Context: an optimization exercise on an open-source flow, tuned for small area, a short achievable clock period and few clock cycles per item. The choices shown serve that exercise and are no tape-out recipe. The RTL was checked by simulation tests, not by an equivalence proof against the original design.

==> design/flow/design.v <==
`timescale 1ns / 1ps
module Barrett_reduce #(
    parameter WIDTH = 24
)(
    input  wire               clk,
    input  wire [2*WIDTH-1:0] prod,  
    input  wire [WIDTH-1:0]   q,     
    input  wire [WIDTH+1:0]   mu,    
    output reg  [WIDTH-1:0]   res
);
    (* use_dsp = "yes" *) reg [3*WIDTH+1:0] r1_big_prod;
    reg [2*WIDTH-1:0] r1_prod; 
    reg [WIDTH-1:0]   r1_q;
    always @(posedge clk) begin
        r1_big_prod <= prod * mu;
        r1_prod     <= prod;
        r1_q        <= q;
    end
    (* use_dsp = "yes" *) reg [WIDTH+2:0] r2_q_times_qhat;
    reg [WIDTH+2:0]   r2_prod_low; 
    reg [WIDTH-1:0]   r2_q;
    wire [WIDTH+2:0] q_hat;
    assign q_hat = r1_big_prod >> 48; 
    always @(posedge clk) begin
        r2_q_times_qhat <= q_hat * r1_q;
        r2_prod_low     <= r1_prod[WIDTH+2:0]; 
        r2_q            <= r1_q;
    end
    wire [WIDTH+2:0] r_raw;
    wire [WIDTH+2:0] r_corr;
    wire [WIDTH-1:0] r_final;
    assign r_raw = r2_prod_low - r2_q_times_qhat;
    assign r_corr  = (r_raw >= r2_q) ? (r_raw - r2_q) : r_raw;
    assign r_final = (r_corr >= r2_q) ? (r_corr - r2_q) : r_corr[WIDTH-1:0];
    always @(posedge clk) begin
        res <= r_final;
    end
endmodule
`timescale 1ns / 1ps
module mod_add #(
    parameter WIDTH = 24
)(
    input  wire [WIDTH-1:0] a,
    input  wire [WIDTH-1:0] b,
    input  wire [WIDTH-1:0] q,  
    output wire [WIDTH-1:0] res
);
    wire [WIDTH:0] sum;
    assign sum = a + b;
    assign res = (sum >= q) ? (sum - q) : sum[WIDTH-1:0];
endmodule
`timescale 1ns / 1ps
module mod_sub #(
    parameter WIDTH = 24
)(
    input  wire [WIDTH-1:0] a,
    input  wire [WIDTH-1:0] b,
    input  wire [WIDTH-1:0] q,  
    output wire [WIDTH-1:0] res
);
    wire [WIDTH:0] sub_res;
    assign sub_res = (a >= b) ? (a - b) : (a + q - b);
    assign res = sub_res[WIDTH-1:0];
endmodule
`timescale 1ns / 1ps
(* use_dsp48="no" *)  
module g1_rom(
    g1,
    mid,
    clk
);
    output reg [23:0] g1;
    input      [8:0]  mid;
    input             clk;
    reg [23:0] lut_val;
    always @(*) begin
        case(mid)
            9'd1:   lut_val = 24'd8380416; 
            9'd2:   lut_val = 24'd4808194;   
            9'd4:   lut_val = 24'd3765607; 
            9'd8:   lut_val = 24'd5178923;  
            9'd16:  lut_val = 24'd7778734; 
            9'd32:  lut_val = 24'd5010068; 
            9'd64:  lut_val = 24'd3602218; 
            9'd128: lut_val = 24'd3073009; 
            default: lut_val = 24'd1;
        endcase
    end
    always @(posedge clk) begin
        g1 <= lut_val;
    end
endmodule
`timescale 1ns / 1ps
module ntt_core #(
    parameter WIDTH = 24
)(
    input  wire          clk,
    input  wire          rst_n,
    input  wire          start,
    output reg           done,
    output reg  [7:0]    ram_addr_a,
    output reg           ram_we_a,        
    output reg  [WIDTH-1:0] ram_wdata_a,
    input  wire [WIDTH-1:0] ram_rdata_a,
    output reg  [7:0]    ram_addr_b,
    output reg           ram_we_b,        
    output reg  [WIDTH-1:0] ram_wdata_b,
    input  wire [WIDTH-1:0] ram_rdata_b
);
    localparam [WIDTH-1:0] Q = 24'd8380417;
    localparam [WIDTH-1:0] G = 24'd1753;
    localparam [25:0]      MU = 26'd33587228;
    localparam [2:0]       MUL_LATENCY = 3'd5;
    localparam S_IDLE           = 6'd0;
    localparam S_PRE_READ       = 6'd1;
    localparam S_PRE_READ_WAIT  = 6'd2;  
    localparam S_PRE_MUL_DAT    = 6'd3;
    localparam S_PRE_WAIT_DAT   = 6'd4;
    localparam S_PRE_MUL_G      = 6'd5;
    localparam S_PRE_WAIT_G     = 6'd6;
    localparam S_BR_CHECK       = 6'd7;
    localparam S_BR_READ_AB     = 6'd8;  
    localparam S_BR_WAIT_AB     = 6'd9; 
    localparam S_BR_WRITE_AB    = 6'd10; 
    localparam S_STAGE_INIT     = 6'd11;
    localparam S_STAGE_INIT_WAIT= 6'd12;
    localparam S_LOOP_I         = 6'd13;
    localparam S_LOOP_J         = 6'd14;
    localparam S_READ_UV        = 6'd15;  
    localparam S_READ_UV_WAIT   = 6'd16; 
    localparam S_CALC_MUL_REQ   = 6'd17; 
    localparam S_CALC_MUL_WAIT  = 6'd18; 
    localparam S_CALC_ADD       = 6'd19; 
    localparam S_WRITE_UV       = 6'd20;  
    localparam S_UPD_GK_REQ     = 6'd21;
    localparam S_UPD_GK_WAIT    = 6'd22;
    localparam S_DONE           = 6'd23;
    reg [5:0] state;
    reg [2:0] wait_cnt;
    reg [8:0] cnt;
    reg [WIDTH-1:0] g_pow;
    reg [7:0] idx_u, idx_rev;
    reg [8:0] mid;
    reg [8:0] i, j;
    reg [WIDTH-1:0] g1, gk;
    reg [WIDTH-1:0] val_u, val_v, prod_y, res_u, res_v;
    reg [WIDTH-1:0] pre_cal_data;
    wire [WIDTH-1:0] mod_add_out, mod_sub_out;
    mod_add #( .WIDTH(WIDTH) ) u_mod_add ( .a(val_u), .b(prod_y), .q(Q), .res(mod_add_out) );
    mod_sub #( .WIDTH(WIDTH) ) u_mod_sub ( .a(val_u), .b(prod_y), .q(Q), .res(mod_sub_out) );
    wire [WIDTH-1:0] g1_rom_out;
    g1_rom u_g1_rom ( .clk(clk), .mid(mid), .g1(g1_rom_out) );
    reg  [WIDTH-1:0] mul_op1, mul_op2;
    wire [WIDTH-1:0] mul_res;
    (* use_dsp = "yes" *) reg [47:0] prod_reg;
    always @(posedge clk) prod_reg <= mul_op1 * mul_op2;
    Barrett_reduce #( .WIDTH(WIDTH) ) u_barrett (
        .clk(clk), .prod(prod_reg), .q(Q), .mu(MU), .res(mul_res)
    );
    function [7:0] bit_reverse(input [7:0] in);
        integer k;
        begin
            for (k = 0; k < 8; k = k + 1) bit_reverse[k] = in[7-k];
        end
    endfunction
    always @(posedge clk or negedge rst_n) begin
        if (!rst_n) begin
            state <= S_IDLE;
            done <= 0;
            ram_we_a <= 0; ram_addr_a <= 0; ram_wdata_a <= 0;
            ram_we_b <= 0; ram_addr_b <= 0; ram_wdata_b <= 0;
            cnt <= 0; g_pow <= 1;
            mid <= 1; mul_op1 <= 0; mul_op2 <= 0;
            val_u <= 0; val_v <= 0;
        end else begin
            case (state)
                S_IDLE: begin
                    done <= 0;
                    ram_we_a <= 0; ram_we_b <= 0;
                    if (start) begin
                        cnt <= 0;
                        g_pow <= 24'd1; 
                        state <= S_PRE_READ;
                    end
                end
                S_PRE_READ: begin
                    ram_we_a <= 0;
                    ram_addr_a <= cnt[7:0];
                    state <= S_PRE_READ_WAIT;
                end
                S_PRE_READ_WAIT: begin
                    state <= S_PRE_MUL_DAT;
                end
                S_PRE_MUL_DAT: begin
                    mul_op1 <= ram_rdata_a;
                    mul_op2 <= g_pow; 
                    wait_cnt <= MUL_LATENCY;
                    state <= S_PRE_WAIT_DAT;
                end
                S_PRE_WAIT_DAT: begin
                    if (wait_cnt == 0) begin
                        pre_cal_data <= mul_res; 
                        mul_op1 <= g_pow; mul_op2 <= G;
                        wait_cnt <= MUL_LATENCY;
                        state <= S_PRE_MUL_G;
                    end else wait_cnt <= wait_cnt - 1;
                end
                S_PRE_MUL_G: begin
                    ram_we_a <= 1;
                    ram_addr_a <= cnt[7:0];
                    ram_wdata_a <= pre_cal_data;
                    state <= S_PRE_WAIT_G;
                end
                S_PRE_WAIT_G: begin
                    ram_we_a <= 0; 
                    if (wait_cnt == 0) begin
                        g_pow <= mul_res;  
                        cnt <= cnt + 1;
                        if (cnt == 255) begin
                            cnt <= 0;
                            state <= S_BR_CHECK; 
                        end else state <= S_PRE_READ;
                    end else wait_cnt <= wait_cnt - 1;
                end
                S_BR_CHECK: begin
                    ram_we_a <= 0; ram_we_b <= 0;
                    if (cnt > 255) begin
                        mid <= 1;
                        state <= S_STAGE_INIT;
                    end else begin
                        idx_u = cnt[7:0];
                        idx_rev = bit_reverse(idx_u);
                        if (idx_u < idx_rev) begin
                            state <= S_BR_READ_AB;
                        end else begin
                            cnt <= cnt + 1;
                            state <= S_BR_CHECK;
                        end
                    end
                end
                S_BR_READ_AB: begin
                    ram_addr_a <= idx_u;
                    ram_addr_b <= idx_rev;
                    state <= S_BR_WAIT_AB;
                end
                S_BR_WAIT_AB: begin
                    state <= S_BR_WRITE_AB;
                end
                S_BR_WRITE_AB: begin
                    ram_we_a <= 1;
                    ram_addr_a <= idx_u;
                    ram_wdata_a <= ram_rdata_b;  
                    ram_we_b <= 1;
                    ram_addr_b <= idx_rev;
                    ram_wdata_b <= ram_rdata_a;  
                    cnt <= cnt + 1;
                    state <= S_BR_CHECK;
                end
                S_STAGE_INIT: begin
                    ram_we_a <= 0; ram_we_b <= 0;
                    if (mid < 256) state <= S_STAGE_INIT_WAIT;
                    else state <= S_DONE;
                end
                S_STAGE_INIT_WAIT: begin
                    g1 <= g1_rom_out;  
                    i <= 0;
                    state <= S_LOOP_I;
                end
                S_LOOP_I: begin
                    if (i < 256) begin
                        gk <= 24'd1;
                        j <= 0; state <= S_LOOP_J;
                    end else begin
                        mid <= mid << 1;  
                        state <= S_STAGE_INIT;
                    end
                end
                S_LOOP_J: begin
                    if (j < mid) state <= S_READ_UV;
                    else begin 
                        i <= i + (mid << 1); 
                        state <= S_LOOP_I;
                    end
                end
                S_READ_UV: begin
                    ram_addr_a <= i + j;
                    ram_addr_b <= i + j + mid;
                    state <= S_READ_UV_WAIT;
                end
                S_READ_UV_WAIT: begin
                    state <= S_CALC_MUL_REQ;
                end
                S_CALC_MUL_REQ: begin
                    val_u <= ram_rdata_a;  
                    val_v <= ram_rdata_b;  
                    mul_op1 <= ram_rdata_b; 
                    mul_op2 <= gk; 
                    wait_cnt <= MUL_LATENCY;
                    state <= S_CALC_MUL_WAIT;
                end
                S_CALC_MUL_WAIT: begin
                    if (wait_cnt == 0) begin
                        prod_y <= mul_res; 
                        state <= S_CALC_ADD;
                    end else wait_cnt <= wait_cnt - 1;
                end
                S_CALC_ADD: begin
                    res_u <= mod_add_out;
                    res_v <= mod_sub_out;
                    state <= S_WRITE_UV;
                end
                S_WRITE_UV: begin
                    ram_we_a <= 1;
                    ram_addr_a <= i + j;
                    ram_wdata_a <= res_u;
                    ram_we_b <= 1;
                    ram_addr_b <= i + j + mid;
                    ram_wdata_b <= res_v;
                    state <= S_UPD_GK_REQ;
                end
                S_UPD_GK_REQ: begin
                    ram_we_a <= 0; ram_we_b <= 0;
                    mul_op1 <= gk; mul_op2 <= g1; 
                    wait_cnt <= MUL_LATENCY;
                    state <= S_UPD_GK_WAIT;
                end
                S_UPD_GK_WAIT: begin
                    if (wait_cnt == 0) begin
                        gk <= mul_res;
                        j <= j + 1;
                        state <= S_LOOP_J;
                    end else wait_cnt <= wait_cnt - 1;
                end
                S_DONE: begin
                    done <= 1;
                    if (start == 0) state <= S_IDLE;
                end
                default: state <= S_IDLE;
            endcase
        end
    end
endmodule
==> design/flow/run.sh <==
#!/bin/bash
# synth_recipe.tcl (not shown) runs the flow's synth.tcl, then flattens the netlist and writes it again
# the make line also repeats each setting of config.mk as NAME=value (left out here)
make -C /OpenROAD-flow-scripts/flow DESIGN_CONFIG=/design/flow/config.mk WORK_HOME=/design/flow/orfs CLKGATE_MAP_FILE= SYNTH_SCRIPT=/design/flow/synth_recipe.tcl finish
==> design/flow/config.mk <==
export PLATFORM = sky130hd
export DESIGN_NAME = ntt_core
export DESIGN_NICKNAME = ntt_core
export VERILOG_FILES = /design/flow/design.v
export SDC_FILE = /design/flow/constraint.sdc
export NUM_CORES = 8
export LEC_CHECK = 0
export CAP_MARGIN = 20
export CORE_MARGIN = 2
export CORE_UTILIZATION = 40
export SLEW_MARGIN = 20
==> design/flow/constraint.sdc <==
create_clock -name core_clock -period 10.0 [get_ports {clk}]
set_input_delay 2.0000 -clock core_clock [delete_from_list [all_inputs] [get_ports {clk}]]
set_output_delay 2.0000 -clock core_clock [all_outputs]
set_load 0.01 [all_outputs]
==> flow_metrics.tcl <==
set metrics [dict create \
    status "no timing/DRC/antenna violations" \
    largest_reg_flops 48 \
    gp_routability_congestion 0.891 \
    crit_family "adder cells" \
    critPathMaxStageDelay_ns 1.06 \
    final_cells 7465 \
    initial_core_util_pct 40.3 \
    fmax_ghz 0.116 \
    avgSynthCellArea_um2 9.72 \
    grt_pass1_wl_um 236000 \
    cts-root-buf "clkbuf_16" \
    reg2regPathDepth 29 \
    die_h_um 373 \
    path_clk_slew_ns 0.07 \
    via_per_inst 5.34 \
    placed_cell_area_um2 57700 \
    required_ns 10.57 \
    critPathSlowestCell "dfrtp_1" \
    core_area_um2 135000 \
    grt_setup_unrepaired "no" \
    syn-instance-count 5614 \
    dp.cells 7341 \
    post-route-min-period_ns 8.60 \
    crit_buf_inv 5 \
    synth_edf_count 171 \
    start_kind "flop" \
    grt_max_degree 75 \
    die-area_um2 139000 \
    cts_tree "built" \
    synth.distinct_cells 103 \
    wirelength_um 150000 \
    hp-class "reg -> reg" \
    initialDrtViolationCount 3077 \
    ctsLongestPathBuffers 3 \
    setup_viol 0 \
    drive_gt1_share_pct 4.31 \
    synth-seq-cells 559 \
    yosys.area.top_type "fa_1" \
    numCtsBuffers 67 \
    cp_max_fo 25 \
    wl_per_cell_um 20.1 \
    slew_violations 0 \
    dp_hpwl_um 118000 \
    num_rows 135 \
    regToRegEndpoint "prod_reg[45]" \
    dr.pass1.iters 8 \
    hold_path_end "u_barrett.r2_prod_low[24]" \
    cp_data_arrival_time_ns 9.17 \
    synth.area.top_cells "fa_1 24%, ha_1 14%, edfxtp_1 9.4%" \
    min_from "u_barrett.r1_prod[24]" \
    clock-skew-final_ns 0.0254 \
    yosys_warnings 3 \
    drc 0 \
    netlist_area_um2 54600 \
    htree_levels 3 \
    postCtsHoldBufs 0 \
    yosysMostFrequentCell "inv_1" \
    synth_commonest_cells "890 x inv_1, 661 x fa_1, 589 x ha_1" \
    cts.repair.resized 0 \
    slew_headroom_pct 26.3 \
    finalHoldViolations 0 \
    final_cell_area_um2 60000 \
    synth_nets 6915 \
    clock-sinks 559 \
    crit_path_end_kind "flop" \
    port_buffers 117 \
    synth_ff_type "dfxtp_1" \
    postCtsSetupRepairBufs 0 \
    fin_setup_tns_ns 0 \
    tightestPinTransition_ns 1.10 \
    area_growth_pct 9.93 \
    grt_overflow 0 \
    nets 6930 \
    critical_path_class "reg -> reg" \
    timing.final.crit_share_pct 86.0 \
    r2r_start "mul_op2[9]" \
    rrSetupSlack_ns 1.40 \
    antenna_found_initial 10 \
    cap_violations 0 \
    crit_top_cell "fa_1" \
    async_flop_share_pct 33.3 \
    hold_depth 0 \
    yosysSeqAreaShare_pct 25.4 \
    grt.total_usage_pct 21.8 \
    synth_top_area_share_pct 24.3 \
    io_pins 118 \
    die_w_um 373 \
    route.vias.total 39800 \
    antenna_left 0 \
    clock_latency_ns 0.65 \
    grt_pass1_vias 40500 \
]
per-layer routing:
layer  wire, um  GRT usage [%]  vias up
met5         65              0        -
met4       4520           6.24       11
met3      10500           4.13      246
met2      69100           34.7     1167
met1      66100           30.2    20000
li1           -              -    18400
final cells by class:
| class | instances | area, um2 |
|---|---|---|
| repair buffers | 174 | 1610 |
| inverters | 892 | 3350 |
| diodes | 2 | 5.00 |
| clock buffers | 84 | 1830 |
| well taps | 1781 | 2230 |
| clock inverters | 38 | 495 |
| fillers | 13000 | 75500 |
| multi-input cells | 3935 | 36600 |
| flip-flops and latches | 559 | 13800 |
worst max path at each step:
| stage | from | to | depth (start not counted) |
|---|---|---|---|
| floorplan | mul_op2[3] | prod_reg[46] | 31 |
| detailed placement | mul_op2[9] | prod_reg[45] | 29 |
| CTS | mul_op2[9] | prod_reg[45] | 29 |
| global route | mul_op2[9] | prod_reg[45] | 29 |
| finish | mul_op2[9] | prod_reg[45] | 29 |
| global placement | mul_op2[9] | prod_reg[45] | 29 |
through the flow:
step | util [%] | setup WS (ns) | hold slack, ns
global route | 44.3 | 0.913 | 0.332
finish | 44.3 | 1.40 | 0.324
CTS | 44.3 | 1.43 | 0.326
global placement | 42.5 | 1.52 | 0.311
detailed placement | 42.6 | 1.44 | 0.312
floorplan | - | 2.51 | 0.310
placed cells by master, fill, tap and decap left out, types with 68 or more instances in the layout:
master	netlist	routed
xnor2_1	189	189
dfxtp_1	202	202
edfxtp_1	171	171
fa_1	661	661
xor2_1	79	79
nand2_1	577	577
dfrtp_1	184	184
a21oi_1	210	208
clkbuf_16	0	68
a21o_1	80	80
clkdlybuf4s50_1	0	116
nor2_1	253	250
inv_1	890	890
nor3_1	77	72
ha_1	589	589
o21ai_0	159	159
and2_1	323	323
logic make-up (layout without fill, tap and decap cells):
logic type,Yosys count,after routing,synth area share (%)
other,0,2,0
AOI/OAI and AO/OA,875,875,10.9
buffers and inverters,1120,1188,7.74
xor gates and xnor gates,272,272,4.42
and+or+nand+nor,1527,1527,13.6
muxes,11,11,0.213
adders and majority gates,1250,1250,37.8
DFF,559,559,25.4
Testbench counts, summed over its fixed seeds: cycles 592,952, transforms 24.

-- re-timing with driven ports --
No port has a modelled driver above. Below, the same layout with a new extraction and two added sets of constraints. Step 1: set_driving_cell puts a clkbuf_16 on clk and a buf_2 on each other input, an assumption about the parent block. Step 2 moves the port delays by t, midway between the first and last clock arrival at a register: inputs arrive t later, outputs are due t later. That takes back most of the time a late clock gives input paths. Slacks: ideal / step 1 / step 2; pairs: ideal / step 1.
shift t [ns]: 0.712
setup WS [ns]: 1.402 / 1.402 / 1.402
hold slack, ns: 0.324 / 0.324 / 0.324
latest minus earliest clock arrival (ns): 0.026 / 0.027
pins driven straight from the clock port: 1
After both steps setup and hold are still met in this run. The setup slack of this run moves by 0.000 ns with the drivers and by 0.000 ns with both steps.
